Background: an optimization exercise with open tools, aiming at small area and a short achievable clock period. Do not read the settings as production practice. At most, simulation tests tie the RTL to the original design; equivalence was not proved. For run 2, only the layout was checked, not whether the RTL still works. Power is estimated from default activity; no workload was simulated.

==> flow/design.v, too long to show whole: its modules and the start of the top module <==
// module QE_M: 847 lines
// module qe_fa: 5 lines
// module qe_fs: 5 lines
// module qe_fc: 5 lines
// module qe_x2: 5 lines
// module qe_xn: 5 lines
// module qe_cy: 5 lines
// module qe_ha: 5 lines
// module qe_aoi: 5 lines
// module qe_oai: 5 lines
module QE_M (clk, reset, in_a, in_b, in_c, in_x, mode, valid_in, last_input, valid_out, result);
  // ...
==> flow/flow/run.sh <==
#!/bin/bash
# The standard layout, with buf_2 cells as the port buffers.
bash standard.sh "BUFFER_PORTS_ARGS=-buffer_cell sky130_fd_sc_hd__buf_2" finish > standard.log 2>&1
==> flow/standard.sh <==
#!/bin/bash
# synth_recipe.tcl (not shown) runs the flow's synth.tcl, then flattens the netlist and writes it again
# the make line also repeats each setting of config.mk as NAME=value (left out here)
make -C /OpenROAD-flow-scripts/flow DESIGN_CONFIG=/design/flow/config.mk WORK_HOME=/design/flow/orfs CLKGATE_MAP_FILE= SYNTH_SCRIPT=/design/flow/synth_recipe.tcl "${@:-finish}"
==> flow/config.mk <==
export PLATFORM = sky130hd
export DESIGN_NAME = QE_M
export DESIGN_NICKNAME = QE_M
export VERILOG_FILES = /design/flow/design.v
export SDC_FILE = /design/flow/constraint.sdc
export NUM_CORES = 4
export LEC_CHECK = 0
export CAP_MARGIN = 20
export CORE_MARGIN = 2
export CORE_UTILIZATION = 40
export CTS_BUF_LIST = sky130_fd_sc_hd__clkbuf_8
export SETUP_SLACK_MARGIN = 4
export SLEW_MARGIN = 20
export SYNTH_HIERARCHICAL = 1
==> flow/constraint.sdc <==
create_clock -name core_clock -period 6.5 [get_ports {clk}]
set_input_delay 1.3000 -clock core_clock [delete_from_list [all_inputs] [get_ports {clk}]]
set_output_delay 1.3000 -clock core_clock [all_outputs]
set_load 0.01 [all_outputs]
==> results.json, run 1 <==
{
  "p_total_uw": 4720,
  "clockBufferCount": 17,
  "synth_compound_area_frac": 0.164,
  "met3_usage": 0.0361,
  "clkCellAreaFrac": 0.0411,
  "timing.rr.end": "S3a12$_DFF_P_",
  "syn_to_final_growth_pct": 11.6,
  "numPortBuffers": 53,
  "crit_cells": 5,
  "ios": 54,
  "use_met1": 0.227,
  "comb-power_uw": 2510,
  "pg_clk_uw": 704,
  "rsz0062_at_grt": "true",
  "yosys-top-cells-count": "194 x xor2_1, 147 x dfxtp_1, 99 x nand2_1",
  "multi_input_area_share": 0.564,
  "antenna_found_initial": 0,
  "max_clock_freq_ghz": 0.427,
  "synth_area_per_cell_um2": 9.63,
  "power_frac_comb": 0.531,
  "critical-path-slowest-cell": "fa_1",
  "ys_types": 42,
  "slew_viol_final": 0,
  "hold_path_end": "C2[4]$_DFF_P_",
  "viasPerCell": 5.00,
  "overflow": 0,
  "buffers_excl_clock": 53,
  "grt_max_degree": 36,
  "whs_ns": 0.333,
  "finalCritPeriodShare": 0.360,
  "synth_top_area_frac": 0.348,
  "fin_cells": 1194,
  "p_clk_frac": 0.149,
  "synth.most_common_cell": "xor2_1",
  "worstSetupPathType": "primary input to register",
  "grt_pass1_wl_um": 29600,
  "met3_wirelength_um": 622,
  "cts_made_buffers": 17,
  "die_y_um": 149,
  "critPathLaunch": "mode",
  "outcome": "timing/DRC/antenna clean"
}
==> run 2, diff against run 1 <==
--- a/flow/design.v
+++ b/flow/design.v
@@ -132,17 +132,17 @@
 qe_x2 td_cp_sx8 (.a(td_cp_p[8]), .b(td_cp_c[8]), .y(S3s[8]));
 qe_x2 td_cp_sx9 (.a(td_cp_p[9]), .b(td_cp_c[9]), .y(S3s[9]));
 qe_x2 td_cp_sx10 (.a(td_cp_p[10]), .b(td_cp_c[10]), .y(S3s[10]));
 qe_x2 td_cp_sx11 (.a(td_cp_p[11]), .b(td_cp_c[11]), .y(S3s[11]));
 qe_x2 td_cp_sx12 (.a(td_cp_p[12]), .b(td_cp_c[12]), .y(S3s[12]));
 qe_x2 td_cp_sx13 (.a(td_cp_p[13]), .b(td_cp_c[13]), .y(S3s[13]));
 qe_x2 td_cp_sx14 (.a(td_cp_p[14]), .b(td_cp_c[14]), .y(S3s[14]));
 qe_x2 td_cp_sx15 (.a(td_cp_p[15]), .b(td_cp_c[15]), .y(S3s[15]));
-wire [7:0] bg = ~(in_b & {8{~mode}});
+wire [7:0] bg = ~(in_b & {8{~m1}});
 wire pa_0_0, pa_0_1, pa_0_2, pa_0_3, pa_0_4, pa_0_5, pa_0_6, pa_0_7;
 wire pa_1_0, pa_1_1, pa_1_2, pa_1_3, pa_1_4, pa_1_5, pa_1_6, pa_1_7;
 wire pa_2_0, pa_2_1, pa_2_2, pa_2_3, pa_2_4, pa_2_5, pa_2_6, pa_2_7;
 wire pa_3_0, pa_3_1, pa_3_2, pa_3_3, pa_3_4, pa_3_5, pa_3_6, pa_3_7;
 wire pa_4_0, pa_4_1, pa_4_2, pa_4_3, pa_4_4, pa_4_5, pa_4_6, pa_4_7;
 wire pa_5_0, pa_5_1, pa_5_2, pa_5_3, pa_5_4, pa_5_5, pa_5_6, pa_5_7;
 wire pa_6_0, pa_6_1, pa_6_2, pa_6_3, pa_6_4, pa_6_5, pa_6_6, pa_6_7;
 wire pa_7_0, pa_7_1, pa_7_2, pa_7_3, pa_7_4, pa_7_5, pa_7_6, pa_7_7;
==> run 2 against run 1 <==
  * Highest routed layer unchanged
  * Critical path type unchanged
  * Fmax is 2.7% lower
  * Still clean
  * Largest cell class unchanged
  * Combinational power hardly changed
  * Sequential power about the same
  * Non-clock buffer count increased by 1
  * Clock power grew 2%
  * Total power grew 0.79%
==> results.json, run 2 <==
{
  "rsz0062_at_grt": "false",
  "antenna_found_initial": 0,
  "grt_pass1_wl_um": 29600,
  "initial_utilization": 0.405,
  "irDropWorstVdd_mv": 0.199,
  "synthCells": 877,
  "cp.required_ns": 6.88,
  "drive_above_1_share": 0.174,
  "synthArstFlopShare": 0.0329,
  "p_leak_uw": 0.00371,
  "htree_num_levels": 4,
  "ys_seq_elements": 152,
  "worstMarginPinSlew_ns": 0.556,
  "path_max_fanout": 11,
  "setup.worst_path.start_class": "primary input",
  "relSlewSlack": 0.629,
  "crit_family": "XOR/XNOR gates",
  "gp_congestion": 0.900,
  "vias": 5922,
  "slew_viol_final": 0,
  "endpoint_kind": "register",
  "hold_path.class": "register to register",
  "dieArea_um2": 22300,
  "path_buf_inv": 1,
  "synth_edf_count": 0,
  "crit_chain": "buf_2 > nand2_4 > xor2_2 > xor2_1 > xor2_1 > xor2_1 > xor2_1",
  "syn_area_um2": 8450,
  "drt-total-wl_um": 17500,
  "yosys-top-cells-count": "194 x xor2_1, 147 x dfxtp_1, 99 x nand2_1",
  "synth.most_common_cell": "xor2_1",
  "cts_sinks": 152,
  "cp_slowest_stage_delay_ns": 0.28,
  "layout_commonest_cell": "xor2_1",
  "viasPerCell": 4.96,
  "critical-path-slowest-cell": "xor2_1",
  "largestRegisters": "R (16), Y (16)",
  "synth_top_area_frac": 0.348,
  "finalHoldViolations": 0,
  "grt_max_degree": 36,
  "p_per_area_nw_per_um2": 504,
  "finalSetupViolations": 0,
  "crit_path_frequent_cell": "xor2_1",
  "ys_seq_area_frac": 0.363,
  "regArea_um2": 3070,
  "holdCritStartpoint": "C1[0]$_DFF_P_",
  "p_total_uw": 4750,
  "die_y_um": 149,
  "finalCritPeriodShare": 0.370,
  "cts-root-buf": "clkbuf_8",
  "outcome": "timing/DRC/antenna clean",
  "num_rows": 53,
  "worstSetupPathType": "primary input to register",
  "syn_to_final_growth_pct": 11.6,
  "ys_warn_count": 7,
  "drc_errors": 0,
  "ios": 54,
  "multi_input_area_um2": 5310,
  "skew_ns": 0.0163,
  "reg2reg_from": "bo[1]$_DFF_P_",
  "placed_cells": 1163,
  "grt_pass1_vias": 6010,
  "arrival_ns": 2.79,
  "synth.area.top_cells": "dfxtp_1 35%, xor2_1 20%, fa_1 8.8%",
  "drtAntennaViolNets": 0,
  "critPathLaunch": "in_a[1]",
  "ys_types": 42,
  "cts_made_buffers": 17,
  "diodes": 0,
  "overflow": 0,
  "drt_pass1_iterations": 5,
  "numPortBuffers": 53,
  "nets": 981,
  "die_w_um": 149,
  "insertion_delay_ns": 0.45,
  "path_clk_slew_ns": 0.09,
  "yosysTopAreaCell": "dfxtp_1",
  "fin_cells": 1195,
  "synth_area_per_cell_um2": 9.64,
  "grt_usage": 0.167,
  "cap_viol_max_count": 0,
  "layout_common_cells": "188 x xor2_1, 143 x dfxtp_1, 86 x nand2_1",
  "max_clock_freq_ghz": 0.415,
  "hpwl_um": 13400,
  "coreArea_um2": 20900,
  "drtIter0Drc": 308,
  "whs_ns": 0.326,
  "fillCellCount": 2087,
  "wl_per_cell_um": 14.7,
  "synth_ff_type": "dfxtp_1",
  "tns_ns": 0,
  "clockBufferDepth": 2,
  "min_period_ns": 2.41,
  "cts_tree": "yes"
}
-- run 2: changes by cell type in the layout (fill, tap and decap cells not counted), moves of 2 or more --
| cell | previous run | this run |
|---|---|---|
| inv_6 | 5 | 3 |
| xor2_2 | 8 | 6 |
| clkinv_8 | 2 | 0 |
| xor2_1 | 186 | 188 |
| clkinv_4 | 0 | 2 |
-- run 2: timing repair --
item / CTS / global route
setup buffers: 0 / 0
resized for setup: 0 / 8
endpoints found under the setup margin: 0 / 15
hold buffers: 0 / 0
-- run 2: cell type report --
type,count,share of cell area
clock inverter,15,0.0167
clock buffer,17,0.0248
sequential,152,0.326
multi-input combinational,671,0.563
tap,275,0.0365
timing repair buffer,54,0.0289
inverter,11,0.00438
-- run 2: cells by family after synthesis --
kind of cell,after synthesis,share of synthesized area
adders and majority gates,37,0.0876
buffers and inverters,55,0.0252
xor gates and xnor gates,235,0.243
and+or+nand+nor,205,0.113
AOI/OAI and AO/OA,189,0.164
other,2,0.000888
muxes,2,0.00266
DFF,152,0.363
-- run 2: report_power, final --
part / leakage (uW) / internal (uW) / switching (uW)
registers: 0.00129 / 1250 / 254
clock network: 0.000204 / 320 / 401
logic: 0.00221 / 1100 / 1420
total: 0.00371 / 2670 / 2080
-- run 2: metal layers --
metal,GRT usage,vias to the layer above,share of wire
met5,0,-,0
met4,0.0471,0,0.0083
met3,0.0346,10,0.031
met2,0.269,99,0.47
met1,0.227,2834,0.49
li1,-,2979,-
-- run 2: path summary, 6_finish.rpt --
kind                            depth (start not counted)              end  slack (ns)
worst max register to register                          6    S3a12$_DFF_P_        4.19
worst min register to register                          0    C2[0]$_DFF_P_        0.33
worst max-delay path                                    7     T1c8$_DFF_P_        4.09
min in group asynchronous                               2     q3$_DFF_PP0_        0.73
worst min-delay path                                    0    C2[0]$_DFF_P_        0.33
max in group asynchronous                               2  lastd$_DFF_PP1_        5.53
-- run 2: stage by stage --
stage | util | worst slack [ns] | instance area [um2]
5_1_grt | 0.452 | 4.02 | 9430
6_report | 0.452 | 4.09 | 9430
4_1_cts | 0.450 | 4.06 | 9400
2_1_floorplan | - | 3.97 | 8840
3_5_place_dp | 0.431 | 3.67 | 9010
3_3_place_gp | 0.431 | 3.76 | 9010
-- run 2: per-module statistics from Yosys (local to each module, per instance) --
module / copies in the design / area, um2
QE_M: 1 / 5420
qe_fa: 37 / 20.0
qe_aoi: 25 / 8.76
qe_cy: 45 / 8.76
qe_x2: 152 / 8.76
qe_xn: 28 / 8.76
qe_oai: 20 / 5.00

[what the ideal ports hide]
In the flow no input, the clock included, has a driving cell. The finished layouts below were timed again as built, in two steps.
Step 1 sets driving cells, clkbuf_16 on the clock port and buf_2 on the other inputs (assumed; they add their load-dependent delay and slew).
Step 2 moves the port delays by t, midway between the first and last clock arrival at a register: inputs arrive t later, outputs are due t later. That takes back most of the time a late clock gives input paths.
Slacks: ideal ports / drivers / drivers and shift; pairs: ideal ports / drivers.
run | shift t [ns] | slack for setup (ns) | hold slack, ns | latest minus earliest clock arrival (ns) | worst slew at a driven data input, ns
run 1 | 0.491 | 4.157 / 4.173 / 3.686 | 0.333 / 0.333 / 0.333 | 0.018 / 0.018 | 0.04
run 2 | 0.489 | 4.093 / 4.115 / 3.626 | 0.326 / 0.326 / 0.326 | 0.017 / 0.016 | 0.04
After both steps every run listed still meets setup and hold. For run 1, which loses most, drivers alone change the setup slack by +0.016 ns; drivers and shift together by -0.471 ns.
